This design comes from an exercise in tuning for small area and a short achievable clock period on the open sky130 flow, not from production work. At most, simulation tests tie the RTL to the original design; equivalence was not proved. No functional check of the RTL was part of run 4.

<file path="design.v">
module div_non_restore_pip #(parameter N = 16) (
	input          clk,
	input  [N-1:0] dividend,
	input  [N-1:0] divisor,
	output [N-1:0] quotient
);
	reg [N-1:0] R [0:N-1];
	reg [N-1:0] D [0:N-1];
	reg [N-1:0] Q [1:N-1];
	reg [N-1:0] QO, QF;
	always @(posedge clk) begin
		R[0] <= dividend;
		D[0] <= divisor;
	end
	genvar s;
	generate
		for (s = 1; s < N; s = s + 1) begin : stage
			wire [N+1:0] diff = {1'b0, R[s-1], 1'b0} - {2'b00, D[s-1]};
			wire         q    = ~diff[N+1];
			always @(posedge clk) begin
				R[s] <= q ? diff[N-1:0] : {R[s-1][N-2:0], 1'b0};
				D[s] <= D[s-1];
			end
			if (s == 1) begin : qfirst
				always @(posedge clk) Q[s] <= {{(N-1){1'b0}}, q};
			end else begin : qnext
				always @(posedge clk) Q[s] <= {Q[s-1][N-2:0], q};
			end
		end
	endgenerate
	wire [N+1:0] dlast = {1'b0, R[N-1], 1'b0} - {2'b00, D[N-1]};
	always @(posedge clk) begin
		QO <= {Q[N-1][N-2:0], ~dlast[N+1]};
		QF <= QO;
	end
	assign quotient = QF;
endmodule
</file>
<file path="flow/run.sh">
#!/bin/bash
# Own flow: the standard layout, with the synthesis's final ABC mapping
# run from flow/abc.script (delay-oriented) instead of ORFS's abc_speed.script.
set -euo pipefail
W=$(pwd)
export MY_ABC_SCRIPT=$W/flow/abc.script
export MY_ABC_D=${MY_ABC_D:-1000}
cat flow/abc_override.tcl synth_recipe.tcl > my_synth.tcl
sed "s#SYNTH_SCRIPT=[^ ]*#SYNTH_SCRIPT=$W/my_synth.tcl#" standard.sh > my_standard.sh
bash my_standard.sh > flow.log 2>&1
</file>
<file path="flow/abc.script">
&get -n
&st
&dch
&nf -p
&put
buffer -p
upsize {D}
dnsize {D}
</file>
<file path="flow/abc_override.tcl">
# Use our own ABC script and delay target for the final technology mapping
# (the generic abc inside yosys synth is unchanged).
proc abc {args} {
  set here [file dirname [file normalize [info script]]]
  set i [lsearch $args -script]
  if {$i >= 0} { lset args [expr {$i+1}] $::env(MY_ABC_SCRIPT) }
  set i [lsearch $args -D]
  if {$i >= 0} { lset args [expr {$i+1}] $::env(MY_ABC_D) } else { lappend args -D $::env(MY_ABC_D) }
  puts "abc (own script): $args"
  yosys abc {*}$args
}
</file>
<file path="standard.sh">
#!/bin/bash
# synth_recipe.tcl (not shown) runs the flow's synth.tcl, then flattens the netlist and writes it again
# the make line also repeats each setting of config.mk as NAME=value (left out here)
make -C /OpenROAD-flow-scripts/flow DESIGN_CONFIG=/design/flow/config.mk WORK_HOME=/design/flow/orfs CLKGATE_MAP_FILE= SYNTH_SCRIPT=/design/flow/synth_recipe.tcl "${@:-finish}"
</file>
<file path="config.mk">
export PLATFORM = sky130hd
export DESIGN_NAME = div_non_restore_pip
export DESIGN_NICKNAME = div_non_restore_pip
export VERILOG_FILES = /design/flow/design.v
export SDC_FILE = /design/flow/constraint.sdc
export NUM_CORES = 4
export LEC_CHECK = 0
export CAP_MARGIN = 20
export CORE_MARGIN = 2
export CORE_UTILIZATION = 55
export PLACE_DENSITY = 0.75
export SETUP_SLACK_MARGIN = 2.4
export SLEW_MARGIN = 20
</file>
<file path="constraint.sdc">
create_clock -name core_clock -period 4.5 [get_ports {clk}]
set_input_delay 0.9000 -clock core_clock [delete_from_list [all_inputs] [get_ports {clk}]]
set_output_delay 0.9000 -clock core_clock [all_outputs]
set_load 0.01 [all_outputs]
</file>
==> results of run 1 <==
placed cells by master, fill, tap and decap left out, drive strengths merged, types with 46 or more instances in the layout:
master | Yosys | layout
a21oi | 499 | 499
buf | 45 | 239
clkbuf | 0 | 91
dfxtp | 664 | 664
ha | 240 | 240
inv | 285 | 289
nand2 | 228 | 228
nand4 | 46 | 46
nor2 | 286 | 286
o21ai | 184 | 195
xnor2 | 135 | 135
xor2 | 75 | 75
how the worst min path moves through the flow:
stage	cells after the start	to	from
finish	0	Q[15][1]	Q[14][0]
floorplan	0	QF[0]	QO[0]
global placement	0	Q[14][12]	Q[13][11]
global route	0	Q[15][1]	Q[14][0]
detailed placement	0	Q[11][8]	Q[10][7]
CTS	0	Q[15][1]	Q[14][0]
through the flow:
stage | utilization [%] | cell area [µm²]
2_1_floorplan | - | 27810
3_3_place_gp | 57.65 | 28860
3_5_place_dp | 57.65 | 28860
4_1_cts | 68.06 | 34080
5_1_grt | 75.60 | 37850
6_report | 75.60 | 37850
metal layers:
metal,track usage (%),wire length (µm),up-vias
met5,0,0,-
met4,10.92,3340,0
met3,3.980,3383,238
met2,48.14,40210,759
met1,31.14,30860,10790
li1,-,-,10750
cells by family after synthesis:
family | synth area share, %
and+or+nand+nor | 10.15
DFF | 47.80
adders and majority gates | 11.88
xor gates and xnor gates | 6.614
buffers and inverters | 5.125
AOI/OAI and AO/OA | 17.82
muxes | 0.6074
cell type report:
cell class / count / area share [%]
multi-input cells: 1967 / 45.51
flip-flops and latches: 664 / 35.60
repair buffers: 294 / 7.517
clock buffers: 83 / 4.939
well taps: 672 / 2.221
clock inverters: 37 / 1.375
inverters: 285 / 2.840
what timing repair did:
item | CTS | global route
setup endpoints to repair | 269 | 252
pin swaps | 77 | 145
resized for setup | 392 | 583
buffers inserted | 85 | 137
gates cloned | 15 | 8
flip-flops by register name, summed over array words and instances, names as in the netlist:
signal / flops
R: 256
QF: 16
QO: 16
Q: 120
D: 256
==> out/results.txt, run 1 <==
Yosys reg bits: 664
Worst setup endpoint: R[12][15]
DR iter-0 viols: 1572
Final Hold Violating Endpoints: 0
multi-input logic area: 17230 µm²
1st-pass router iterations: 7
area of the mapped netlist: 27810 µm²
Syn. warnings: 4
Final period util: 48.86%
DR vias: 22540
min Tclk post-route: 2.199 ns
root buf cell: clkbuf_16
chip width: 228.9 µm
origin of the critical flop-to-flop path: R[11][1]
Routed WL: 77.79 mm
cell family with most CP delay: compound AO/OA/AOI/OAI gates
Synth Area per Inst: 9.426 µm²
I/O Pins: 49
achievable clock frequency: 454.8 MHz
Setup TNS Final: 0 ns
r2r worst-path depth: 7
CTS tree: built
WP buf/inv: 0
most frequent cells after synthesis: dfxtp_1 (664), a21oi_1 (479), nor2_1 (286), inv_1 (285), ha_1 (240)
top-count cell post-synth: dfxtp_1
I/O Buffers: 48
worst slew pin tran: 0.5660 ns
Clock Path Buffers: 3
Worst Hold Class: reg -> reg
first-pass GRT wire length: 112.3 mm
grt ovf: 0
slowest cell on the critical path: dfxtp_1
run status: no timing/DRC/antenna violations
CP startpoint: R[11][1]
ANT nets after route: 0
post-DP HPWL: 49.17 mm
DIE HEIGHT: 228.9 µm
critical path depth in cells: 7
fraction of layout cells with a size suffix above 1: 34.41%
routability-driven placement congestion ratio: 0.9420
Worst-Skew Late Latency: 0.61 ns
Crit. End Element: flip-flop
placed instance count: 3637
fin cells: 4002
Num CTS Buffers: 68
CTS clk-pin slew, worst paths: 0.06 ns
post-synthesis sequential area ratio: 47.80%
async set-reset flop share out of synthesis: 0%
setup ws final: 2.301 ns
slowest cell delay on critical path: 0.44 ns
DP Worst Slack: 1.625 ns
GRT Util Overall: 26.50%
crit start category: flip-flop
WS Path Type: reg -> reg
EDFF count, synth: 0
RSZ-0062 raised after global routing: true
hold slack: 0.3205 ns
DRC: 0
Synth cell types: 37
initial antenna violation count: 2
Placement Rows: 82
syn_nets: 3238
Slew HR: 62.27%
DIE AREA: 52370 µm²
H-tree levels: 3
post-synthesis cell count: 2950
Sequential Area: 13470 µm²
Worst EP required: 4.97 ns
Area growth syn-to-layout: 36.12%
Max Transition Viols Final: 0
Wirelength per Cell: 19.44 µm
area leader, netlist: dfxtp_1
Initial Util: 55.54%
Hold Buf Count CTS: 0
post-synth top area share: 47.80%
Nets: 3568
clock skew: 0.01884 ns
WP data arrival: 2.67 ns
worst r2r dst: R[12][15]
max_cap viols: 0
Crit path top cell by count: a21oi_1
diode count: 0
critical-path cell list: ha_4, a21oi_1, o21ai_2, a21oi_1, o41ai_1, xnor2_1, a21oi_2
Via density: 5.633
final setup vio count: 0
largest net degree at the start of global routing: 19
R2R setup slack: 2.30 ns
top area cells in the synthesized netlist: dfxtp_1 (48%), ha_1 (11%), a21oi_1 (8.6%), xnor2_1 (4.3%), nor2_1 (3.9%)
Clock Sinks: 664
number of global-route vias before repair: 22070
number of fill cells: 3207
critical-path maximum fanout: 4
main flop type after synthesis: dfxtp_1
Core Area: 50070 µm²
==> run 2, diff against run 1 <==
--- a/config.mk
+++ b/config.mk
@@ -7,7 +7,6 @@
 export LEC_CHECK = 0
 export CAP_MARGIN = 20
 export CORE_MARGIN = 2
-export CORE_UTILIZATION = 55
-export PLACE_DENSITY = 0.75
-export SETUP_SLACK_MARGIN = 2.4
+export CORE_UTILIZATION = 40
+export SETUP_SLACK_MARGIN = 2.5
 export SLEW_MARGIN = 20
==> run 2 against run 1 <==
Compared with the run above:
- synthesized area unchanged
- global-route usage decreased by 6.6 points
- still clean
- die area increased by 37%
- via count increased by 0.99%
==> out/results.txt, run 2 <==
run status: no timing/DRC/antenna violations
Worst Hold Class: reg -> reg
area leader, netlist: dfxtp_1
top-count cell post-synth: dfxtp_1
clock skew: 0.02454 ns
Clock Path Buffers: 3
main flop type after synthesis: dfxtp_1
slowest cell delay on critical path: 0.36 ns
routability-driven placement congestion ratio: 0.8758
GRT Util Overall: 19.94%
Crit. End Element: flip-flop
Sequential Area: 13640 µm²
Slew HR: 65.16%
critical-path maximum fanout: 8
top area cells in the synthesized netlist: dfxtp_1 (48%), ha_1 (11%), a21oi_1 (8.6%), xnor2_1 (4.3%), nor2_1 (3.9%)
metal3 WL: 3.281 mm
Placement Rows: 96
Final period util: 48.17%
Area growth syn-to-layout: 47.57%
Yosys reg bits: 664
first-pass GRT wire length: 114.5 mm
I/O Buffers: 48
max_cap viols: 0
Routed WL: 80.55 mm
Worst EP required: 5.01 ns
worst slew pin tran: 0.5226 ns
ANT nets after route: 0
achievable clock frequency: 461.3 MHz
slowest cell on the critical path: dfxtp_2
I/O Pins: 49
Num CTS Buffers: 71
number of fill cells: 5122
Max Transition Viols Final: 0
most frequent cells in the layout: dfxtp_1 (438), a21oi_1 (273), inv_1 (228), buf_4 (225), dfxtp_2 (200)
DIE AREA: 71640 µm²
metal2 WL: 41.17 mm
DR iter-0 viols: 1588
area of the mapped netlist: 27810 µm²
post-synthesis sequential area ratio: 47.80%
min-delay src: Q[9][5]
Syn. warnings: 4
DIE HEIGHT: 267.7 µm
max layer used: met5
commonest non-fill, non-tap cell in the layout: dfxtp_1
final setup vio count: 0
origin of the critical flop-to-flop path: D[2][8]
WS Path Type: reg -> reg
post-synthesis cell count: 2950
H-tree levels: 3
syn_nets: 3238
Via density: 5.238
min Tclk post-route: 2.168 ns
hold slack: 0.3187 ns
largest net degree at the start of global routing: 25
Placed Instance Area: 29210 µm²
Crit path top cell by count: buf_12
Clock Sinks: 664
Synth Area per Inst: 9.426 µm²
Worst-Skew Late Latency: 0.63 ns
initial antenna violation count: 1
crit start category: flip-flop
async set-reset flop share out of synthesis: 0%
post-synth top area share: 47.80%
Synth cell types: 37
DRC: 0
Wirelength per Cell: 18.53 µm
grt ovf: 0
diode count: 0
Core Area: 68710 µm²
Final Hold Violating Endpoints: 0
multi-input logic area: 18910 µm²
post-DP HPWL: 48.19 mm
number of global-route vias before repair: 22230
most frequent cells after synthesis: dfxtp_1 (664), a21oi_1 (479), nor2_1 (286), inv_1 (285), ha_1 (240)
CTS clk-pin slew, worst paths: 0.06 ns
CP startpoint: D[2][8]
met1 WL: 32.26 mm
critical-path cell list: inv_2, ha_4, nand4_1, nor4_4, a211oi_2, buf_4, o21ai_4, buf_12, buf_12, nor2_4, a21oi_1
root buf cell: clkbuf_16
WP data arrival: 2.68 ns
fraction of layout cells with a size suffix above 1: 46.09%
biggest regs: D: 256 flops, R: 256 flops, Q: 120 flops
setup ws final: 2.332 ns
DP Worst Slack: 1.657 ns
RSZ-0062 raised after global routing: true
Initial Util: 40.47%
cell area after layout: 41030 µm²
EDFF count, synth: 0
Nets: 3650
1st-pass router iterations: 6
CTS tree: built
Setup TNS Final: 0 ns
chip width: 267.7 µm
DR vias: 22770
## run 2: changes by cell type in the layout (fill, tap and decap cells not counted), moves of 29 or more
cell / previous run / this run
nor2_4: 21 / 79
dfxtp_1: 536 / 438
buf_4: 186 / 225
nor2_1: 221 / 138
dfxtp_2: 120 / 200
inv_1: 257 / 228
a21oi_1: 345 / 273
ha_4: 155 / 195
a21oi_4: 21 / 61
a21oi_2: 133 / 165
inv_2: 26 / 55
## run 2: critical path, delay by kind of cell (launching register included)
| family | cells | cell delay (ns) |
|---|---|---|
| compound gates | 3 | 0.46 |
| flops | 1 | 0.36 |
| simple gates | 3 | 0.40 |
| buf+inv | 4 | 0.53 |
| fa+ha+maj | 1 | 0.29 |
## run 2: logic make-up (layout without fill, tap and decap cells)
| logic type | Yosys count | in the layout | share of synthesized area [%] |
|---|---|---|---|
| mux | 15 | 15 | 0.6074 |
| buf+inv | 330 | 788 | 5.125 |
| xor+xnor | 210 | 210 | 6.614 |
| compound gates | 824 | 831 | 17.82 |
| simple gates | 652 | 652 | 10.15 |
| flops | 664 | 664 | 47.80 |
| fa+ha+maj | 255 | 255 | 11.88 |
## run 2: timing repair
action                                  4_1_cts  5_1_grt
pin swaps                                   136      170
endpoints found under the setup margin      270      242
setup buffers                               157      133
gates cloned                                 19       13
gates resized for setup                     798      737
hold buffers                                  0        0
## run 2: metrics by stage
stage / util [%] / cells
after floorplan: - / 2950
after global routing: 59.72 / 4346
after detailed placement: 42.51 / 3898
after CTS: 53.86 / 4200
final: 59.72 / 4346
after global placement: 42.50 / 3898
## run 2: path summary, 6_finish.rpt
path | depth (start not counted) | slack, ns | end
setup / recovery | 11 | 2.33 | R[3][12]
hold / removal | 0 | 0.32 | Q[10][6]
setup reg to reg | 11 | 2.33 | R[3][12]
hold reg to reg | 0 | 0.32 | Q[10][6]
## run 2: layer usage
layer  up-vias  GRT usage [%]
met5         -              0
met4         2          9.029
met3       245          3.089
met2       633          36.09
met1     10930          23.03
li1      10960              -
## run 2: cell type report
cell class                      instances  share of cell area [%]
Multi-Input combinational cell       1963                   46.08
Clock buffer                           87                   4.699
Clock inverter                         39                   1.336
Tap cell                              931                   2.839
Sequential cell                       664                   33.24
Inverter                              285                   2.619
Timing Repair Buffer                  377                   9.181
==> run 3, diff against run 2 <==
==> flow/run.sh (replaced) <==
#!/bin/bash
# Own flow: the standard layout, with the synthesis's final ABC mapping
# run from flow/abc.script (delay-oriented) instead of ORFS's abc_speed.script.
# flow/make_args, if present, holds extra make variable settings.
set -euo pipefail
W=$(pwd)
export MY_ABC_SCRIPT=$W/flow/abc.script
export MY_ABC_D=${MY_ABC_D:-1000}
EXTRA=()
if [[ -f flow/make_args ]]; then read -r -a EXTRA < flow/make_args; fi
cat flow/abc_override.tcl synth_recipe.tcl > my_synth.tcl
sed "s#SYNTH_SCRIPT=[^ ]*#SYNTH_SCRIPT=$W/my_synth.tcl#" standard.sh > my_standard.sh
bash my_standard.sh "${EXTRA[@]}" finish > flow.log 2>&1
==> flow/make_args (new file) <==
ADDER_MAP_FILE=
--- a/config.mk
+++ b/config.mk
@@ -7,6 +7,10 @@
 export LEC_CHECK = 0
 export CAP_MARGIN = 20
 export CORE_MARGIN = 2
-export CORE_UTILIZATION = 40
-export SETUP_SLACK_MARGIN = 2.5
+export CORE_UTILIZATION = 55
+export CTS_BUF_LIST = sky130_fd_sc_hd__clkbuf_16
+export CTS_CLUSTER_DIAMETER = 80
+export CTS_CLUSTER_SIZE = 30
+export PLACE_DENSITY = 0.75
+export SETUP_SLACK_MARGIN = 2.3
 export SLEW_MARGIN = 20
==> run 3 against run 2 <==
Compared with the run above:
- still clean
- clock-buffer cell count shrank 50
- global-route usage grew 5.6 points
- clock skew grew 0.0097 ns
- setup slack lost 0.030 ns
- wire length shrank 5.6%
- critical path depth shrank 3
- synthesized area grew 8.2%
==> out/results.txt, run 3 <==
diode count: 0
worst slew pin tran: 0.5705 ns
commonest non-fill, non-tap cell in the layout: dfxtp_1
root buf cell: clkbuf_16
Worst setup endpoint: R[11][6]
Hold Buf Count CTS: 0
routability-driven placement congestion ratio: 1.023
WP buf/inv: 2
most frequent cells after synthesis: dfxtp_1 (664), xnor2_1 (264), nand2_1 (223), a21oi_1 (209), nor2b_1 (170)
Final Hold Violating Endpoints: 0
syn_nets: 2977
largest net degree at the start of global routing: 31
post-synth top area share: 44.17%
min Tclk post-route: 2.198 ns
DIE HEIGHT: 237.9 µm
WS Path Type: reg -> reg
slowest cell delay on critical path: 0.46 ns
cell family with most CP delay: compound AO/OA/AOI/OAI gates
critical-path maximum fanout: 13
r2r worst-path depth: 8
Num CTS Buffers: 36
Yosys reg bits: 664
Wirelength per Cell: 19.51 µm
RSZ-0062 raised after global routing: true
chip width: 237.9 µm
Routed WL: 76.06 mm
slowest cell on the critical path: dfxtp_1
post-DP HPWL: 55.35 mm
DR vias: 22850
top area cells in the synthesized netlist: dfxtp_1 (44%), xnor2_1 (7.7%), mux2_4 (5.2%), xor2_1 (3.7%), nor2b_1 (3.5%)
GRT Util Overall: 25.50%
1st-pass router iterations: 9
fraction of layout cells with a size suffix above 1: 28.25%
Nets: 3216
clock skew: 0.03424 ns
area leader, netlist: dfxtp_1
worst r2r dst: R[11][6]
achievable clock frequency: 455.0 MHz
top-count cell post-synth: dfxtp_1
I/O Buffers: 48
Worst-Skew Late Latency: 0.59 ns
CTS clk-pin slew, worst paths: 0.11 ns
DIE AREA: 56600 µm²
EDFF count, synth: 0
main flop type after synthesis: dfxtp_1
Worst EP required: 4.97 ns
Max Transition Viols Final: 0
Clock Sinks: 664
Synth Area per Inst: 10.22 µm²
initial antenna violation count: 1
DR iter-0 viols: 1585
Initial Util: 55.81%
Clock Path Buffers: 3
Final period util: 48.84%
biggest regs: D: 256 flops, R: 256 flops, Q: 120 flops
critical-path cell list: xnor2_4, buf_4, a21oi_2, o21ai_2, a211oi_4, o21a_4, clkinv_8, mux2_4
final setup vio count: 0
Setup TNS Final: 0 ns
ANT nets after route: 0
Core Area: 53920 µm²
number of global-route vias before repair: 22030
number of fill cells: 4065
Worst Hold Class: reg -> reg
Syn. warnings: 4
post-synthesis sequential area ratio: 44.17%
origin of the critical flop-to-flop path: D[10][4]
WP data arrival: 2.67 ns
H-tree levels: 2
Post-Route Utilization: 67.98%
critical path depth in cells: 8
Placement Rows: 85
Via density: 5.859
most frequent cells in the layout: dfxtp_1 (563), nand2_1 (195), a21oi_1 (195), nor2b_1 (170), buf_4 (166)
post-synthesis cell count: 2944
R2R setup slack: 2.30 ns
CP startpoint: D[10][4]
Crit. End Element: flip-flop
grt ovf: 0
max_cap viols: 0
async set-reset flop share out of synthesis: 0%
I/O Pins: 49
CTS tree: built
Synth cell types: 59
Area growth syn-to-layout: 21.82%
first-pass GRT wire length: 116.2 mm
run status: no timing/DRC/antenna violations
DRC: 0
area of the mapped netlist: 30090 µm²
Slew HR: 60.98%
crit start category: flip-flop
[run 3: what timing repair did]
action / 4_1_cts / 5_1_grt
endpoints found under the setup margin: 232 / 191
gates cloned: 0 / 1
buffers inserted: 54 / 113
pin swaps: 62 / 109
gates resized for setup: 329 / 245
hold endpoints to repair: 0 / 0
[run 3: cell type report]
type / instances / area, µm² / area share, %
multi-input cells: 2152 / 18810 / 51.33
repair inverters: 1 / 8.758 / 0.02389
clock inverters: 21 / 329.1 / 0.8977
repair buffers: 215 / 1727 / 4.710
inverters: 113 / 551.8 / 1.505
well taps: 696 / 870.8 / 2.376
clock buffers: 37 / 925.9 / 2.526
flip-flops and latches: 664 / 13430 / 36.64
[run 3: metrics by stage]
step	instance area, µm²	hold slack (ns)	std cells	setup WS (ns)
after global placement	31200	0.3101	3673	1.949
after CTS	34820	0.3226	3785	2.272
final	36660	0.3223	3899	2.302
after floorplan	30090	0.3096	2944	2.351
after global routing	36660	0.3225	3899	2.249
after detailed placement	31200	0.3121	3673	1.923
[run 3: worst min-delay path by stage]
stage / depth (start not counted) / startpoint / to / slack (ns)
final: 0 / Q[5][0] / Q[6][1] / 0.32
after global routing: 0 / Q[13][2] / Q[14][3] / 0.32
after CTS: 0 / Q[5][0] / Q[6][1] / 0.32
after detailed placement: 0 / Q[15][1] / QO[2] / 0.31
after global placement: 0 / Q[6][3] / Q[7][4] / 0.31
after floorplan: 0 / QO[0] / QF[0] / 0.31
[run 3: cell families after synthesis]
family	Yosys count	synth area share, %
adder cells (fa/ha/maj)	33	1.098
AO/OA/AOI/OAI	769	18.95
AND/OR/NAND/NOR	770	13.39
multiplexers	165	7.422
flip-flops	664	44.17
buffers and inverters	128	2.308
XOR/XNOR	415	12.65
[run 3: per-layer routing]
metal / global-route usage (%) / share of wire, % / up-vias
met3: 2.823 / 4.2 / 178
met1: 33.44 / 45 / 10910
met4: 9.910 / 3.7 / 0
met2: 43.19 / 48 / 688
met5: 0 / 0 / -
li1: - / - / 11070
==> run 4, diff against run 3 <==
==> design.v (replaced) <==
module div_non_restore_pip #(parameter N = 16) (
	input          clk,
	input  [N-1:0] dividend,
	input  [N-1:0] divisor,
	output [N-1:0] quotient
);
	reg [N-1:0] R0, D0;
	reg [N:0]   R [1:N-1];
	reg [N-1:0] D [1:N-1];
	reg [N-1:0] Q [1:N-1];
	reg [N-1:0] QO, QF;
	always @(posedge clk) begin
		R0 <= dividend;
		D0 <= divisor;
	end
	always @(posedge clk) begin
		R[1] <= {R0, 1'b0} - {1'b0, D0};
		D[1] <= D0;
		Q[1] <= {N{1'b0}};
	end
	genvar s;
	generate
		for (s = 2; s < N; s = s + 1) begin : stage
			wire neg = R[s-1][N];
			always @(posedge clk) begin
				R[s] <= {R[s-1][N-1:0], 1'b0} + (neg ? {1'b0, D[s-1]} : ~{1'b0, D[s-1]} + 1'b1);
				D[s] <= D[s-1];
				Q[s] <= {Q[s-1][N-2:0], ~neg};
			end
		end
	endgenerate
	wire        negl = R[N-1][N];
	wire [N:0]  rl   = {R[N-1][N-1:0], 1'b0} + (negl ? {1'b0, D[N-1]} : ~{1'b0, D[N-1]} + 1'b1);
	always @(posedge clk) begin
		QO <= {Q[N-1][N-3:0], ~negl, ~rl[N]};
		QF <= QO;
	end
	assign quotient = QF;
endmodule
==> flow/run.sh (replaced) <==
#!/bin/bash
# Own flow: the standard layout, with the synthesis's final ABC mapping
# run from flow/abc.script (delay-oriented) instead of ORFS's abc_speed.script.
set -euo pipefail
W=$(pwd)
export MY_ABC_SCRIPT=$W/flow/abc.script
export MY_ABC_D=${MY_ABC_D:-1000}
cat flow/abc_override.tcl synth_recipe.tcl > my_synth.tcl
sed "s#SYNTH_SCRIPT=[^ ]*#SYNTH_SCRIPT=$W/my_synth.tcl#" standard.sh > my_standard.sh
bash my_standard.sh > flow.log 2>&1
==> config.mk (replaced) <==
export PLATFORM = sky130hd
export DESIGN_NAME = div_non_restore_pip
export DESIGN_NICKNAME = div_non_restore_pip
export VERILOG_FILES = /design/flow/design.v
export SDC_FILE = /design/flow/constraint.sdc
export NUM_CORES = 4
export LEC_CHECK = 0
export CAP_MARGIN = 20
export CORE_MARGIN = 2
export CORE_UTILIZATION = 40
export SETUP_SLACK_MARGIN = 2.5
export SLEW_MARGIN = 20
removed: flow/make_args
==> run 4 against run 3 <==
Compared with the run above:
- cell area grew 15%
- critical path type unchanged
- non-clock buffer count increased by 188
- still clean
- clock-buffer cell count up 56
- critical path depth grew 4
- cell count is 13% higher
- hold slack got worse by 0.0087 ns
- fmax is 23% lower
==> out/results.txt, run 4 <==
biggest regs: D: 240 flops, R: 240 flops, Q: 105 flops
commonest non-fill, non-tap cell in the layout: dfxtp_1
initial antenna violation count: 0
Max Transition Viols Final: 0
Crit path top cell by count: buf_6
ANT nets after route: 0
Area growth syn-to-layout: 48.67%
H-tree levels: 3
WS Path Type: reg -> reg
DR iter-0 viols: 1134
worst slew pin tran: 0.8717 ns
Placed Instance Area: 31130 µm²
Final period util: 63.73%
hold slack: 0.3135 ns
Worst EP required: 4.99 ns
met3 usage: 2.845%
clock skew: 0.02034 ns
GRT Util Overall: 19.23%
max_cap viols: 0
Final Hold Violating Endpoints: 0
Clock Path Buffers: 3
area of the mapped netlist: 28330 µm²
largest net degree at the start of global routing: 19
post-synthesis cell count: 2944
grt ovf: 0
DIE HEIGHT: 270.1 µm
CTS tree: built
crit start category: flip-flop
Worst-Skew Late Latency: 0.61 ns
DP Worst Slack: 1.399 ns
Placement Rows: 97
routability-driven placement congestion ratio: 0.9050
Core Area: 70030 µm²
slowest cell delay on critical path: 0.55 ns
main flop type after synthesis: dfxtp_1
RSZ-0062 raised after global routing: true
Wirelength per Cell: 17.81 µm
setup ws final: 1.632 ns
Num CTS Buffers: 72
Synth cell types: 53
chip width: 270.1 µm
Slew HR: 41.35%
critical path depth in cells: 12
Via density: 5.247
area leader, netlist: dfxtp_1
hold path cells: 0
Nets: 3699
top-count cell post-synth: dfxtp_1
I/O Buffers: 48
met2 track demand over resource: 33.13%
cell family with most CP delay: simple AND/OR/NAND/NOR gates
syn_nets: 3249
root buf cell: clkbuf_16
Top Usage Layer GRT: met2
most frequent cells after synthesis: dfxtp_1 (649), a21oi_1 (363), xor2_1 (314), nor2_1 (273), ha_1 (257)
Setup TNS Final: 0 ns
final setup vio count: 0
achievable clock frequency: 348.7 MHz
number of fill cells: 5331
Crit. End Element: flip-flop
I/O Pins: 49
r2r worst-path depth: 12
DIE AREA: 72980 µm²
async set-reset flop share out of synthesis: 0%
1st-pass router iterations: 5
Initial Util: 40.46%
WP data arrival: 3.36 ns
slowest cell on the critical path: or4_4
met1 GRT Util: 24.95%
Syn. warnings: 4
Hold Buf Count CTS: 0
Yosys reg bits: 649
WP buf/inv: 2
most frequent cells in the layout: dfxtp_1 (561), xor2_1 (276), buf_4 (254), nor2_1 (212), a21oi_2 (139)
fraction of layout cells with a size suffix above 1: 44.92%
cell area after layout: 42120 µm²
Post-Route Utilization: 60.15%
CTS clk-pin slew, worst paths: 0.06 ns
EDFF count, synth: 0
top area cells in the synthesized netlist: dfxtp_1 (46%), ha_1 (11%), xor2_1 (9.7%), a21oi_1 (6.4%), xnor2_1 (3.7%)
number of global-route vias before repair: 23090
post-synth top area share: 45.86%
critical-path cell list: or4_4, buf_6, nor4_4, nor2_1, xor2_1, ha_4, nand2_4, o21ai_2, a21oi_2, buf_6, o41ai_4, xnor2_1
first-pass GRT wire length: 116.7 mm
critical-path maximum fanout: 4
run status: no timing/DRC/antenna violations
Clock Sinks: 649
post-synthesis sequential area ratio: 45.86%
Synth Area per Inst: 9.624 µm²
Routed WL: 78.15 mm
Worst Hold Class: reg -> reg
DRC: 0
post-DP HPWL: 49.47 mm
DR vias: 23030
min Tclk post-route: 2.868 ns
## run 4: changes by cell type after synthesis, sizes merged, moves of 33 or more
| cell | delta |
|---|---|
| a21oi | +139 |
| o21ai | +39 |
| xnor2 | -167 |
| o211ai | -75 |
| nor2 | +158 |
| xor2 | +186 |
| ha | +257 |
| o21a | -37 |
| maj3 | -33 |
| nor2b | -149 |
| mux2 | -147 |
| o31ai | -41 |
## run 4: logic make-up (layout without fill, tap and decap cells)
group | after synthesis | in the layout | synth area share, %
multiplexers | 4 | 4 | 0.1546
buffers and inverters | 124 | 628 | 1.643
other | 0 | 1 | 0
adder cells (fa/ha/maj) | 272 | 272 | 12.41
AO/OA/AOI/OAI | 719 | 719 | 14.38
AND/OR/NAND/NOR | 742 | 742 | 12.12
XOR/XNOR | 434 | 434 | 13.44
flip-flops | 649 | 649 | 45.86
## run 4: routing by layer
| metal | vias up | wire, µm |
|---|---|---|
| li1 | 11180 | - |
| met1 | 11280 | 34590 |
| met2 | 430 | 39060 |
| met3 | 142 | 2819 |
| met4 | 0 | 1673 |
| met5 | - | 0 |
## run 4: stage by stage
step	instances
global placement	3906
global route	4388
finish	4389
CTS	4258
floorplan	2944
detailed placement	3906
## run 4: cell type report
cell class | count | area (µm²) | area share, %
Clock inverter | 35 | 401.6 | 0.9535
Multi-Input combinational cell | 2171 | 21420 | 50.85
Antenna cell | 1 | 2.502 | 0.005941
Clock buffer | 93 | 2032 | 4.824
Tap cell | 940 | 1176 | 2.792
Timing Repair Buffer | 403 | 3488 | 8.281
Inverter | 97 | 396.6 | 0.9416
Sequential cell | 649 | 13210 | 31.36
## run 4: what timing repair did
item,CTS,global route
gates resized for setup,729,629
setup buffers,224,130
endpoints found under the hold margin,0,0
endpoints found under the setup margin,195,186
pin swaps,400,386
## run 4: final timing paths
path / start / to / slack [ns]
max reg2reg: D[12][1] / R[13][16] / 1.63
min: Q[13][11] / Q[14][12] / 0.31
min reg2reg: Q[13][11] / Q[14][12] / 0.31
max: D[12][1] / R[13][16] / 1.63
==> run 5, diff against run 4 <==
==> design.v (replaced) <==
module div_non_restore_pip #(parameter N = 16) (
	input          clk,
	input  [N-1:0] dividend,
	input  [N-1:0] divisor,
	output [N-1:0] quotient
);
	localparam H = N / 2;
	reg [N-1:0] R0, D0;
	reg [N:0]   R  [1:N-1];
	reg         QB [1:N-1];
	reg [N-1:0] D  [1:N-1];
	reg [N-1:0] Q  [1:N-1];
	reg [N-1:0] QO, QF;
	always @(posedge clk) begin
		R0 <= dividend;
		D0 <= divisor;
	end
	wire [N:0] r1 = {R0, 1'b0} - {1'b0, D0};
	always @(posedge clk) begin
		R[1]  <= r1;
		QB[1] <= ~r1[N];
		D[1]  <= D0;
		Q[1]  <= {N{1'b0}};
	end
	genvar s, j;
	generate
		for (s = 2; s <= N; s = s + 1) begin : stage
			wire        neg = R[s-1][N];
			wire        pos = QB[s-1];
			wire [N:0]  b;
			for (j = 0; j <= N; j = j + 1) begin : op
				wire dj = (j < N) ? D[s-1][j] : 1'b0;
				if (j < H) begin : lo
					assign b[j] = dj ^ pos;
				end else begin : hi
					assign b[j] = ~(dj ^ neg);
				end
			end
			wire [N:0] rn = {R[s-1][N-1:0], 1'b0} + b + {{N{1'b0}}, pos};
			if (s < N) begin : mid
				always @(posedge clk) begin
					R[s]  <= rn;
					QB[s] <= ~rn[N];
					D[s]  <= D[s-1];
					Q[s]  <= {Q[s-1][N-2:0], pos};
				end
			end else begin : last
				always @(posedge clk) begin
					QO <= {Q[N-1][N-3:0], pos, ~rn[N]};
					QF <= QO;
				end
			end
		end
	endgenerate
	assign quotient = QF;
endmodule
==> flow/run.sh (replaced) <==
#!/bin/bash
# Own flow: the standard layout, with the synthesis's final ABC mapping
# run from flow/abc.script (delay-oriented) instead of ORFS's abc_speed.script.
# flow/make_args, if present, holds extra make variable settings.
set -euo pipefail
W=$(pwd)
export MY_ABC_SCRIPT=$W/flow/abc.script
export MY_ABC_D=${MY_ABC_D:-1000}
EXTRA=()
if [[ -f flow/make_args ]]; then read -r -a EXTRA < flow/make_args; fi
cat flow/abc_override.tcl synth_recipe.tcl > my_synth.tcl
sed "s#SYNTH_SCRIPT=[^ ]*#SYNTH_SCRIPT=$W/my_synth.tcl#" standard.sh > my_standard.sh
bash my_standard.sh "${EXTRA[@]}" finish > flow.log 2>&1
--- a/config.mk
+++ b/config.mk
@@ -7,6 +7,7 @@
 export LEC_CHECK = 0
 export CAP_MARGIN = 20
 export CORE_MARGIN = 2
-export CORE_UTILIZATION = 40
-export SETUP_SLACK_MARGIN = 2.5
+export CORE_UTILIZATION = 55
+export PLACE_DENSITY = 0.75
+export SETUP_SLACK_MARGIN = 2.4
 export SLEW_MARGIN = 20
==> run 5 against run 4 <==
Compared with the run above:
- non-clock buffer count is 33 lower
- sequential share of layout area is 4.5 points higher
- cell area is 9.2% lower
- critical endpoint is now QB[2]
- setup slack better by 0.59 ns
- register-to-register slack better by 0.59 ns
- largest cell class unchanged
==> out/results.txt, run 5 <==
run status: no timing/DRC/antenna violations
Hold Buf Count CTS: 0
Num CTS Buffers: 69
DIE HEIGHT: 227.0 µm
WS Path Type: reg -> reg
CTS clk-pin slew, worst paths: 0.07 ns
critical-path cell list: xor2_1, ha_1, nand2_1, o21ai_4, a31oi_4, o21a_4, o31ai_4, xor2_1
Max Transition Viols Final: 0
Core Area: 49050 µm²
top-count cell post-synth: dfxtp_1
chip width: 227.0 µm
worst r2r dst: QB[2]
final setup vio count: 0
top area cells in the synthesized netlist: dfxtp_1 (50%), ha_1 (12%), xnor2_1 (9.1%), xor2_1 (6.7%), nand2_1 (2.5%)
I/O Buffers: 48
met1 GRT Util: 30.66%
min-delay src: Q[7][0]
H-tree levels: 3
Routed WL: 76.89 mm
first-pass GRT wire length: 97.97 mm
Synth cell types: 30
slowest cell on the critical path: dfxtp_4
achievable clock frequency: 439.0 MHz
Slew HR: 62.25%
RSZ-0062 raised after global routing: true
DRC: 0
CP startpoint: QB[1]
hold path cells: 0
grt ovf: 0
worst slew pin tran: 0.5643 ns
Syn. warnings: 5
DR iter-0 viols: 1289
met3 usage: 4.543%
crit start category: flip-flop
EDFF count, synth: 0
area of the mapped netlist: 27350 µm²
GRT Util Overall: 23.68%
post-synthesis sequential area ratio: 49.63%
fraction of layout cells with a size suffix above 1: 37.52%
Crit. End Element: flip-flop
CTS tree: built
Initial Util: 55.75%
biggest regs: R: 254 flops, D: 240 flops, Q: 105 flops
1st-pass router iterations: 5
Crit path top cell by count: xor2_1
critical-path maximum fanout: 7
Area growth syn-to-layout: 39.87%
Final period util: 50.62%
Placement Rows: 81
Nets: 3190
largest net degree at the start of global routing: 16
syn_nets: 2824
Worst EP required: 5.01 ns
routability-driven placement congestion ratio: 0.8884
Top Usage Layer GRT: met2
Synth Area per Inst: 10.84 µm²
most flop-heavy register: R
DR vias: 20420
main flop type after synthesis: dfxtp_1
slowest cell delay on critical path: 0.40 ns
initial antenna violation count: 1
most frequent cells in the layout: dfxtp_1 (625), buf_4 (288), xnor2_1 (206), xor2_1 (160), nand2_1 (159)
post-synthesis cell count: 2522
Final Hold Violating Endpoints: 0
commonest non-fill, non-tap cell in the layout: dfxtp_1
clock skew: 0.02745 ns
diode count: 0
Yosys reg bits: 678
I/O Pins: 49
ANT nets after route: 0
Worst-Skew Late Latency: 0.63 ns
r2r worst-path depth: 8
DIE AREA: 51520 µm²
Wirelength per Cell: 21.33 µm
root buf cell: clkbuf_16
max_cap viols: 0
Worst Hold Class: reg -> reg
WP data arrival: 2.79 ns
Clock Sinks: 678
met2 track demand over resource: 39.97%
Via density: 5.667
area leader, netlist: dfxtp_1
Largest register FFs: 254
most frequent cells after synthesis: dfxtp_1 (678), xnor2_1 (285), ha_1 (254), xor2_1 (210), nand2_1 (182)
origin of the critical flop-to-flop path: QB[1]
async set-reset flop share out of synthesis: 0%
R2R setup slack: 2.22 ns
Setup TNS Final: 0 ns
min Tclk post-route: 2.278 ns
post-synth top area share: 49.63%
post-DP HPWL: 39.25 mm
worst hold endpoint: Q[8][1]
Clock Path Buffers: 3
number of global-route vias before repair: 19380
[run 5: cell type report]
cell class | instances | area (µm²)
Multi-Input combinational cell | 1684 | 18060
Sequential cell | 678 | 13710
Fill cell | 2609 | 10800
Timing Repair Buffer | 370 | 3052
Clock buffer | 95 | 1996
Tap cell | 664 | 830.8
Inverter | 85 | 319.1
Clock inverter | 28 | 277.8
[run 5: what timing repair did]
item / 4_1_cts / 5_1_grt
buffers inserted: 147 / 175
resized for setup: 457 / 535
pin swaps: 145 / 315
endpoints found under the setup margin: 177 / 140
[run 5: cells by family after synthesis]
logic type | share of synthesized area (%)
AND/OR/NAND/NOR | 6.487
adder cells (fa/ha/maj) | 12.72
flip-flops | 49.63
AO/OA/AOI/OAI | 12.97
buffers and inverters | 2.338
XOR/XNOR | 15.85
[run 5: through the flow]
step,utilization (%),area [µm²],instances,worst slack [ns],hold WS (ns)
final,77.98,38250,3604,2.222,0.3045
after global routing,77.98,38250,3604,2.153,0.3207
after CTS,69.28,33980,3429,2.323,0.3195
after detailed placement,58.06,28480,3159,1.789,0.3121
after global placement,58.06,28480,3159,1.751,0.3104
after floorplan,-,27830,2522,2.381,0.3096
[run 5: worst max-delay path: cells and delay by family, from the launching register on]
family / cells / cell delay [ns]
AND/OR/NAND/NOR: 1 / 0.13
XOR/XNOR: 2 / 0.47
adder cells (fa/ha/maj): 1 / 0.39
AO/OA/AOI/OAI: 4 / 0.78
flip-flops: 1 / 0.40
[run 5: routing by layer]
layer | wire length [µm] | part of all wire (%)
met1 | 31130 | 40
met2 | 39080 | 51
met3 | 3737 | 4.9
met4 | 2939 | 3.8
met5 | 0 | 0
[run 5: worst max-delay path by stage]
stage | endpoint | slack, ns
4_1_cts | QB[13] | 2.32
6_report | QB[2] | 2.22
2_1_floorplan | R[14][15] | 2.38
3_3_place_gp | R[2][15] | 1.75
5_1_grt | QB[6] | 2.15
3_5_place_dp | R[2][15] | 1.79
==> run 6, diff against run 5 <==
==> flow/make_args (new file) <==
ADDER_MAP_FILE=
--- a/config.mk
+++ b/config.mk
@@ -9,5 +9,5 @@
 export CORE_MARGIN = 2
 export CORE_UTILIZATION = 55
 export PLACE_DENSITY = 0.75
-export SETUP_SLACK_MARGIN = 2.4
+export SETUP_SLACK_MARGIN = 2.7
 export SLEW_MARGIN = 20
==> run 6 against run 5 <==
Compared with the run above:
- clock skew is essentially flat
- die area down 1.1%
- hold slack improved by 0.021 ns
- non-clock buffer count up 62
- synthesized area decreased by 1.1%
- synthesized cell count up 6.8%
- clock-buffer cell count increased by 6
- first-iteration DRC count is 40% higher
- setup slack better by 0.066 ns
- fmax is 3.0% higher
- utilization rose by 5.4 points
- critical path depth fell by 1
- critical path type unchanged
- critical endpoint is now QB[8]
- largest cell class unchanged
==> out/results.txt, run 6 <==
run status: no timing/DRC/antenna violations
Max Transition Viols Final: 0
placed instance count: 3361
r2r worst-path depth: 7
DR vias: 22480
ANT nets after route: 0
min Tclk post-route: 2.212 ns
chip width: 225.8 µm
main combinational cell family by area after synthesis: XOR/XNOR gates
CTS tree: built
first-pass GRT wire length: 111.5 mm
Crit. End Element: flip-flop
DIE AREA: 50980 µm²
hold path cells: 0
number of global-route vias before repair: 21200
Nets: 3187
Final period util: 49.15%
Yosys reg bits: 678
Setup TNS Final: 0 ns
most frequent cells after synthesis: dfxtp_1 (678), xnor2_1 (495), nand2_1 (341), o21ai_0 (220), xor2_1 (216)
Slew HR: 63.53%
DRC: 0
DR iter-0 viols: 1801
Placement Rows: 81
R2R setup slack: 2.29 ns
Syn. warnings: 5
H-tree levels: 3
Compound-Gate Fraction of Synth Area: 14.31%
achievable clock frequency: 452.2 MHz
largest net degree at the start of global routing: 15
Largest register FFs: 254
post-synthesis simple-gate area fraction: 9.944%
DIE HEIGHT: 225.8 µm
Worst-Skew Late Latency: 0.64 ns
Clock Path Buffers: 3
initial antenna violation count: 2
worst hold endpoint: Q[15][12]
Core Area: 48750 µm²
multiplexer area fraction after synthesis: 0.08325%
Area growth syn-to-layout: 50.28%
top area cells in the synthesized netlist: dfxtp_1 (50%), xnor2_1 (16%), xor2_1 (7.0%), nand2_1 (4.7%), o21ai_0 (4.1%)
Adder-Cell Fraction of Synth Area: 0.3099%
post-DP HPWL: 42.78 mm
top-count cell post-synth: dfxtp_1
Synth Area per Inst: 10.05 µm²
area leader, netlist: dfxtp_1
routability-driven placement congestion ratio: 0.8827
I/O Pins: 49
Num CTS Buffers: 71
crit start category: flip-flop
post-synthesis sequential area ratio: 50.17%
I/O Buffers: 48
fin cells: 3875
async set-reset flop share out of synthesis: 0%
min-delay src: Q[14][11]
critical-path maximum fanout: 6
Clock Sinks: 678
xor and xnor area share after synthesis: 24.10%
post-synthesis cell count: 2693
final setup vio count: 0
worst r2r dst: QB[8]
Wirelength per Cell: 23.20 µm
root buf cell: clkbuf_16
area of the mapped netlist: 27050 µm²
Hold Buf Count CTS: 0
Initial Util: 55.49%
Via density: 5.802
syn_nets: 2726
worst slew pin tran: 0.5431 ns
Final Hold Violating Endpoints: 0
main flop type after synthesis: dfxtp_1
WS Path Type: reg -> reg
GRT Util Overall: 27.60%
fraction of layout cells with a size suffix above 1: 43.44%
Worst EP required: 5.01 ns
clock skew: 0.02767 ns
Routed WL: 89.88 mm
commonest non-fill, non-tap cell in the layout: dfxtp_1
WP data arrival: 2.72 ns
post-synth top area share: 50.17%
max_cap viols: 0
diode count: 0
RSZ-0062 raised after global routing: true
Synth cell types: 69
biggest regs: R: 254 flops, D: 240 flops, Q: 105 flops
origin of the critical flop-to-flop path: R[7][16]
most flop-heavy register: R
Worst Hold Class: reg -> reg
number of fill cells: 2231
EDFF count, synth: 0
CTS clk-pin slew, worst paths: 0.07 ns
most frequent cells in the layout: dfxtp_1 (625), nand2_1 (318), buf_4 (271), xnor2_1 (250), xnor2_2 (202)
grt ovf: 0
1st-pass router iterations: 6
==> run 6: timing repair <==
action,in CTS,in global routing
setup buffers,210,174
resized for setup,707,539
setup endpoints to repair,221,203
pin swaps,208,292
==> run 6: metrics by stage <==
stage / worst slack, ns / util, % / hold WS, ns / cell area (µm²)
2_1_floorplan: 2.600 / - / 0.3096 / 28170
3_3_place_gp: 1.961 / 59.83 / 0.3096 / 29170
3_5_place_dp: 1.989 / 59.83 / 0.3121 / 29170
4_1_cts: 2.492 / 74.74 / 0.3230 / 36430
5_1_grt: 2.237 / 83.39 / 0.3316 / 40650
6_report: 2.288 / 83.39 / 0.3255 / 40650
==> run 6: kinds of logic (layout without fill, tap and decap cells) <==
| family | Yosys count | in the layout |
|---|---|---|
| mux | 2 | 2 |
| buf+inv | 53 | 571 |
| flops | 678 | 678 |
| compound gates | 585 | 585 |
| xor+xnor | 725 | 725 |
| fa+ha+maj | 8 | 8 |
| simple gates | 642 | 642 |
==> run 6: routing by layer <==
| metal | global-route usage (%) | vias up | wire (µm) |
|---|---|---|---|
| met5 | 0 | - | 30 |
| met4 | 10.64 | 4 | 5614 |
| met3 | 4.346 | 445 | 5102 |
| met2 | 47.92 | 1095 | 44910 |
| met1 | 34.47 | 11020 | 34230 |
| li1 | - | 9919 | - |
==> run 6: worst max-delay path by stage <==
| stage | from | endpoint | slack, ns | cells past startpoint |
|---|---|---|---|---|
| after floorplan | QB[12] | R[13][15] | 2.60 | 8 |
| after global placement | QB[9] | R[10][12] | 1.96 | 7 |
| after detailed placement | QB[9] | R[10][12] | 1.99 | 7 |
| after CTS | QB[3] | R[4][15] | 2.49 | 8 |
| after global routing | D[3][7] | R[4][12] | 2.24 | 8 |
| final | R[7][16] | QB[8] | 2.29 | 7 |
==> run 6: worst max-delay path: stages (launching register included) <==
cell	delay, ns
dfxtp_4	0.41
buf_8	0.17
xnor2_4	0.23
xnor2_2	0.16
nor2_1	0.28
nand2_1	0.22
o311ai_4	0.36
xor2_1	0.29
==> run 6: area by class of cell <==
class | instances | area, µm² | area share, %
multi-input combinational | 1962 | 19680 | 48.41
clock inverter | 29 | 311.5 | 0.7664
inverter | 9 | 33.78 | 0.08310
clock buffer | 101 | 2125 | 5.226
tap | 664 | 830.8 | 2.044
sequential | 678 | 13720 | 33.74
timing repair buffer | 432 | 3956 | 9.732
==> run 7, diff against run 6 <==
--- a/config.mk
+++ b/config.mk
@@ -9,5 +9,5 @@
 export CORE_MARGIN = 2
 export CORE_UTILIZATION = 55
 export PLACE_DENSITY = 0.75
-export SETUP_SLACK_MARGIN = 2.7
+export SETUP_SLACK_MARGIN = 2.5
 export SLEW_MARGIN = 20
==> run 7 against run 6 <==
Compared with the run above:
- still clean on timing, DRC and antenna
- critical path depth stayed put
- global-route usage is 3.7 points lower
- sequential cell count unchanged
- first-iteration DRC count down 22%
- critical path type unchanged
- highest routed layer is now met4
==> out/results.txt, run 7 <==
run status: no timing/DRC/antenna violations
DRC: 0
post-synthesis cell count: 2693
min Tclk post-route: 2.171 ns
DP Worst Slack: 1.772 ns
first-pass GRT wire length: 96.91 mm
initial antenna violation count: 2
Initial Util: 55.49%
Crit. End Element: flip-flop
max_cap viols: 0
top area cells in the synthesized netlist: dfxtp_1 (50%), xnor2_1 (16%), xor2_1 (7.0%), nand2_1 (4.7%), o21ai_0 (4.1%)
Core Area: 48750 µm²
Wirelength per Cell: 19.74 µm
routability-driven placement congestion ratio: 0.9080
WP buf/inv: 0
Worst Hold Class: reg -> reg
slowest cell on the critical path: o21ai_0
number of global-route vias before repair: 18990
post-DP HPWL: 42.53 mm
Yosys reg bits: 678
clock skew: 0.02069 ns
Placement Rows: 81
most flop-heavy register: R
Worst-Skew Late Latency: 0.62 ns
slowest cell delay on critical path: 0.49 ns
critical-path maximum fanout: 6
grt ovf: 0
Largest register FFs: 254
fraction of layout cells with a size suffix above 1: 31.81%
Clock Path Buffers: 3
RSZ-0062 raised after global routing: true
most frequent cells after synthesis: dfxtp_1 (678), xnor2_1 (495), nand2_1 (341), o21ai_0 (220), xor2_1 (216)
Final Hold Violating Endpoints: 0
r2r worst-path depth: 7
Setup TNS Final: 0 ns
Synth cell types: 69
I/O Buffers: 48
Post-Route Utilization: 75.77%
Routed WL: 72.75 mm
Top Usage Layer GRT: met2
Clock Sinks: 678
Final period util: 48.24%
DR vias: 20110
WS Path Type: reg -> reg
achievable clock frequency: 460.7 MHz
DIE AREA: 50980 µm²
ANT nets after route: 0
worst r2r dst: R[10][15]
biggest regs: R: 254 flops, D: 240 flops, Q: 105 flops
diode count: 0
DR iter-0 viols: 1413
Synth Area per Inst: 10.05 µm²
crit start category: flip-flop
Slew HR: 62.08%
chip width: 225.8 µm
origin of the critical flop-to-flop path: QB[9]
Worst EP required: 5.05 ns
async set-reset flop share out of synthesis: 0%
area leader, netlist: dfxtp_1
post-synth top area share: 50.17%
R2R setup slack: 2.33 ns
root buf cell: clkbuf_16
EDFF count, synth: 0
I/O Pins: 49
Nets: 3001
number of fill cells: 2906
min-delay src: QO[4]
Via density: 5.458
WP data arrival: 2.72 ns
hold path cells: 0
DIE HEIGHT: 225.8 µm
setup ws final: 2.329 ns
1st-pass router iterations: 6
syn_nets: 2726
CTS tree: built
worst slew pin tran: 0.5629 ns
Num CTS Buffers: 69
Syn. warnings: 5
GRT Util Overall: 23.95%
most frequent cells in the layout: dfxtp_1 (632), nand2_1 (335), xnor2_1 (287), xnor2_2 (180), buf_4 (167)
Area growth syn-to-layout: 36.53%
area of the mapped netlist: 27050 µm²
critical-path cell list: xor2_2, xnor2_2, o21ai_0, o21bai_1, a21oi_2, o41ai_2, xor2_1
met1 GRT Util: 31.56%
Max Transition Viols Final: 0
commonest non-fill, non-tap cell in the layout: dfxtp_1
met2 track demand over resource: 39.97%
largest net degree at the start of global routing: 17
top-count cell post-synth: dfxtp_1
met3 usage: 4.176%
final setup vio count: 0
worst hold endpoint: QF[4]
CTS clk-pin slew, worst paths: 0.06 ns
H-tree levels: 3
main flop type after synthesis: dfxtp_1
post-synthesis sequential area ratio: 50.17%
cell family with most CP delay: compound AO/OA/AOI/OAI gates
run 7: layout make-up:
| type | instances | area (µm²) | share of cell area, % |
|---|---|---|---|
| Clock buffer | 86 | 1871 | 5.065 |
| Clock inverter | 38 | 609.3 | 1.650 |
| Inverter | 9 | 33.78 | 0.09147 |
| Multi-Input combinational cell | 1962 | 17730 | 48.02 |
| Sequential cell | 678 | 13710 | 37.12 |
| Tap cell | 664 | 830.8 | 2.249 |
| Timing Repair Buffer | 248 | 2145 | 5.806 |
run 7: per-stage QoR:
step / hold WS [ns] / instances / instance area (µm²)
finish: 0.3124 / 3685 / 36930
global route: 0.3201 / 3685 / 36930
detailed placement: 0.3121 / 3361 / 28130
global placement: 0.3100 / 3361 / 28130
CTS: 0.3173 / 3525 / 32550
floorplan: 0.3096 / 2693 / 27070
run 7: repair_timing:
action	CTS	global route
endpoints found under the setup margin	206	141
hold buffers	0	0
setup buffers	40	160
pin swaps	61	175
gates resized for setup	395	568
run 7: worst register-to-register path, delay by kind of cell, from the launching register on:
family,cells,cell delay (ns)
flops,1,0.44
compound gates,4,1.13
xor+xnor,3,0.54
run 7: how the worst max path moves through the flow:
stage                     cells past startpoint  startpoint         to  slack, ns
after floorplan                               8       QB[1]   R[2][10]       2.50
after global placement                        6       QB[5]   R[6][13]       1.79
after detailed placement                      6       QB[5]   R[6][13]       1.77
after CTS                                     7      QB[12]  R[13][15]       2.42
after global routing                          7       QB[9]  R[10][15]       2.22
final                                         7       QB[9]  R[10][15]       2.33
run 7: metal layers:
metal	wire length (µm)	up-vias
met3	3111	204
met2	36130	617
met1	30760	9770
li1	-	9521
met5	0	-
met4	2745	0
run 7: cells by family after synthesis:
kind of cell               Yosys count  share of synthesized area, %
adders and majority gates            8                        0.3099
muxes                                2                       0.08325
xor gates and xnor gates           725                         24.10
DFF                                678                         50.17
buffers and inverters               53                         1.082
AOI/OAI and AO/OA                  585                         14.31
and+or+nand+nor                    642                         9.944
==> run 8, diff against run 7 <==
--- a/config.mk
+++ b/config.mk
@@ -9,5 +9,5 @@
 export CORE_MARGIN = 2
 export CORE_UTILIZATION = 55
 export PLACE_DENSITY = 0.75
-export SETUP_SLACK_MARGIN = 2.5
+export SETUP_SLACK_MARGIN = 2.4
 export SLEW_MARGIN = 20
==> run 8 against run 7 <==
Compared with the run above:
- still clean on timing, DRC and antenna
- utilization is 7.8 points lower
- cell count is 4.4% lower
- clock skew down 0.0030 ns
- hold slack better by 0.011 ns
- die area stayed put
- non-clock buffer count down 158
- global-route usage down 1.2 points
- fmax rose by 0.81%
- synthesized area unchanged
- wire length down 17%
- synthesized cell count unchanged
==> out/results.txt, run 8 <==
run status: no timing/DRC/antenna violations
Sequential Area: 13680 µm²
slowest cell on the critical path: dfxtp_4
commonest non-fill, non-tap cell in the layout: dfxtp_1
DR iter-0 viols: 1035
Via density: 5.227
CTS clk-pin slew, worst paths: 0.06 ns
CTS tree: built
grt ovf: 0
Yosys reg bits: 678
top-count cell post-synth: dfxtp_1
ANT nets after route: 0
Worst EP required: 4.98 ns
slowest cell delay on critical path: 0.41 ns
critical-path maximum fanout: 6
DRC: 0
RSZ-0062 raised after global routing: true
initial antenna violation count: 0
top area cells in the synthesized netlist: dfxtp_1 (50%), xnor2_1 (16%), xor2_1 (7.0%), nand2_1 (4.7%), o21ai_0 (4.1%)
post-synthesis cell count: 2693
most frequent cells after synthesis: dfxtp_1 (678), xnor2_1 (495), nand2_1 (341), o21ai_0 (220), xor2_1 (216)
DIE AREA: 50980 µm²
chip width: 225.8 µm
Routed WL: 60.11 mm
clock skew: 0.01765 ns
DR vias: 18420
Num CTS Buffers: 69
Syn. warnings: 5
WS Path Type: reg -> reg
critical path depth in cells: 8
routability-driven placement congestion ratio: 0.9098
syn_nets: 2726
post-synth top area share: 50.17%
Core Area: 48750 µm²
min Tclk post-route: 2.153 ns
area leader, netlist: dfxtp_1
biggest regs: R: 254 flops, D: 240 flops, Q: 105 flops
first-pass GRT wire length: 92.29 mm
Placement Rows: 81
Max Transition Viols Final: 0
hold path cells: 0
Setup TNS Final: 0 ns
most frequent cells in the layout: dfxtp_1 (640), xnor2_1 (357), nand2_1 (340), o21ai_0 (187), nor2_1 (181)
I/O Pins: 49
Largest register FFs: 254
achievable clock frequency: 464.4 MHz
worst slew pin tran: 0.5436 ns
Clock Sinks: 678
Worst-Skew Late Latency: 0.60 ns
crit start category: flip-flop
post-DP HPWL: 42.50 mm
async set-reset flop share out of synthesis: 0%
Crit. End Element: flip-flop
critical-path cell list: buf_8, o21bai_2, o21ai_4, maj3_4, a41oi_4, o311ai_4, buf_4, xnor2_1
DIE HEIGHT: 225.8 µm
Synth Area per Inst: 10.05 µm²
diode count: 0
cell family with most CP delay: compound AO/OA/AOI/OAI gates
most flop-heavy register: R
fraction of layout cells with a size suffix above 1: 19.03%
Clock Path Buffers: 3
EDFF count, synth: 0
number of global-route vias before repair: 18370
Slew HR: 63.50%
GRT Util Overall: 22.78%
multi-input logic area: 15380 µm²
Initial Util: 55.49%
Wirelength per Cell: 17.06 µm
Synth cell types: 69
max_cap viols: 0
post-synthesis sequential area ratio: 50.17%
I/O Buffers: 48
H-tree levels: 3
number of fill cells: 3582
area of the mapped netlist: 27050 µm²
Final Hold Violating Endpoints: 0
Final period util: 47.85%
hold slack: 0.3237 ns
r2r worst-path depth: 8
largest net degree at the start of global routing: 16
main flop type after synthesis: dfxtp_1
Worst Hold Class: reg -> reg
WP buf/inv: 2
Area growth syn-to-layout: 22.48%
1st-pass router iterations: 5
Nets: 2843
WP data arrival: 2.64 ns
final setup vio count: 0
root buf cell: clkbuf_16
==> run 8: worst reg2reg max path, cell delays in order (launching register included) <==
cell	delay, ns
dfxtp_4	0.41
buf_8	0.17
o21bai_2	0.26
o21ai_4	0.09
maj3_4	0.38
a41oi_4	0.31
o311ai_4	0.14
buf_4	0.17
xnor2_1	0.11
==> run 8: final timing paths <==
| check | startpoint | to | slack [ns] |
|---|---|---|---|
| worst min-delay path | QO[1] | QF[1] | 0.32 |
| worst max-delay path | QB[1] | R[2][16] | 2.35 |
| worst max register to register | QB[1] | R[2][16] | 2.35 |
| worst min register to register | QO[1] | QF[1] | 0.32 |
==> run 8: metrics by stage <==
| step | setup WS [ns] | util, % | cell area (µm²) | std cells |
|---|---|---|---|---|
| finish | 2.347 | 67.97 | 33130 | 3523 |
| floorplan | 2.449 | - | 27050 | 2693 |
| CTS | 2.310 | 64.12 | 31260 | 3489 |
| global placement | 1.837 | 57.65 | 28100 | 3361 |
| global route | 2.282 | 67.97 | 33130 | 3523 |
| detailed placement | 1.781 | 57.65 | 28100 | 3361 |
==> run 8: per-layer routing <==
| metal | routed length [µm] | track usage (%) | vias up |
|---|---|---|---|
| met5 | 0 | 0 | - |
| met3 | 1982 | 3.240 | 110 |
| met4 | 1526 | 7.926 | 0 |
| li1 | - | - | 9198 |
| met1 | 28180 | 30.50 | 8763 |
| met2 | 28420 | 37.72 | 344 |
==> run 8: final cells by class <==
cell class | count | area share [%]
Multi-Input combinational cell | 1962 | 46.42
Sequential cell | 678 | 41.30
Clock buffer | 92 | 5.940
Tap cell | 664 | 2.507
Timing Repair Buffer | 90 | 2.417
Clock inverter | 28 | 1.314
Inverter | 9 | 0.1020
==> run 8: cell families (layout without fill, tap and decap cells) <==
logic type	after synthesis	after routing	share of synthesized area (%)
adder cells (fa/ha/maj)	8	8	0.3099
buffers and inverters	53	219	1.082
XOR/XNOR	725	725	24.10
flip-flops	678	678	50.17
AO/OA/AOI/OAI	585	585	14.31
multiplexers	2	2	0.08325
AND/OR/NAND/NOR	642	642	9.944
==> run 8: what timing repair did <==
action                     in CTS  in global routing
setup endpoints to repair     189                134
buffers inserted                8                 34
gates resized for setup       184                282
pin swaps                      21                 44
hold buffers                    0                  0
gates cloned                    0                  0

[re-timing with driven ports]
The flow's constraints put no driver on any port. The routed layouts listed below were extracted and timed again, unchanged, in two steps.
Step 1 sets driving cells, clkbuf_16 on the clock port and buf_2 on the other inputs (assumed; they add their load-dependent delay and slew).
Step 2 adds t to the input delays and takes it off the output delays; t is the mean of the earliest and latest rising clock arrival at the registers after step 1. Input paths then give back, and output paths get back, about the clock's delay inside the block.
a / b / c = ideal / step 1 / step 2; a / b = the first two.
run | t, ns | setup slack, ns | latest minus earliest clock arrival (ns)
run 1 | 0.668 | 2.301 / 2.301 / 2.301 | 0.020 / 0.020
run 2 | 0.673 | 2.332 / 2.332 / 2.332 | 0.030 / 0.029
run 3 | 0.634 | 2.302 / 2.302 / 2.302 | 0.035 / 0.034
run 4 | 0.661 | 1.632 / 1.632 / 1.632 | 0.032 / 0.033
run 5 | 0.672 | 2.222 / 2.222 / 2.222 | 0.028 / 0.028
run 6 | 0.685 | 2.288 / 2.288 / 2.288 | 0.037 / 0.037
run 7 | 0.674 | 2.329 / 2.329 / 2.329 | 0.029 / 0.029
run 8 | 0.653 | 2.347 / 2.347 / 2.347 | 0.019 / 0.019
After both steps every run listed still meets setup and hold.
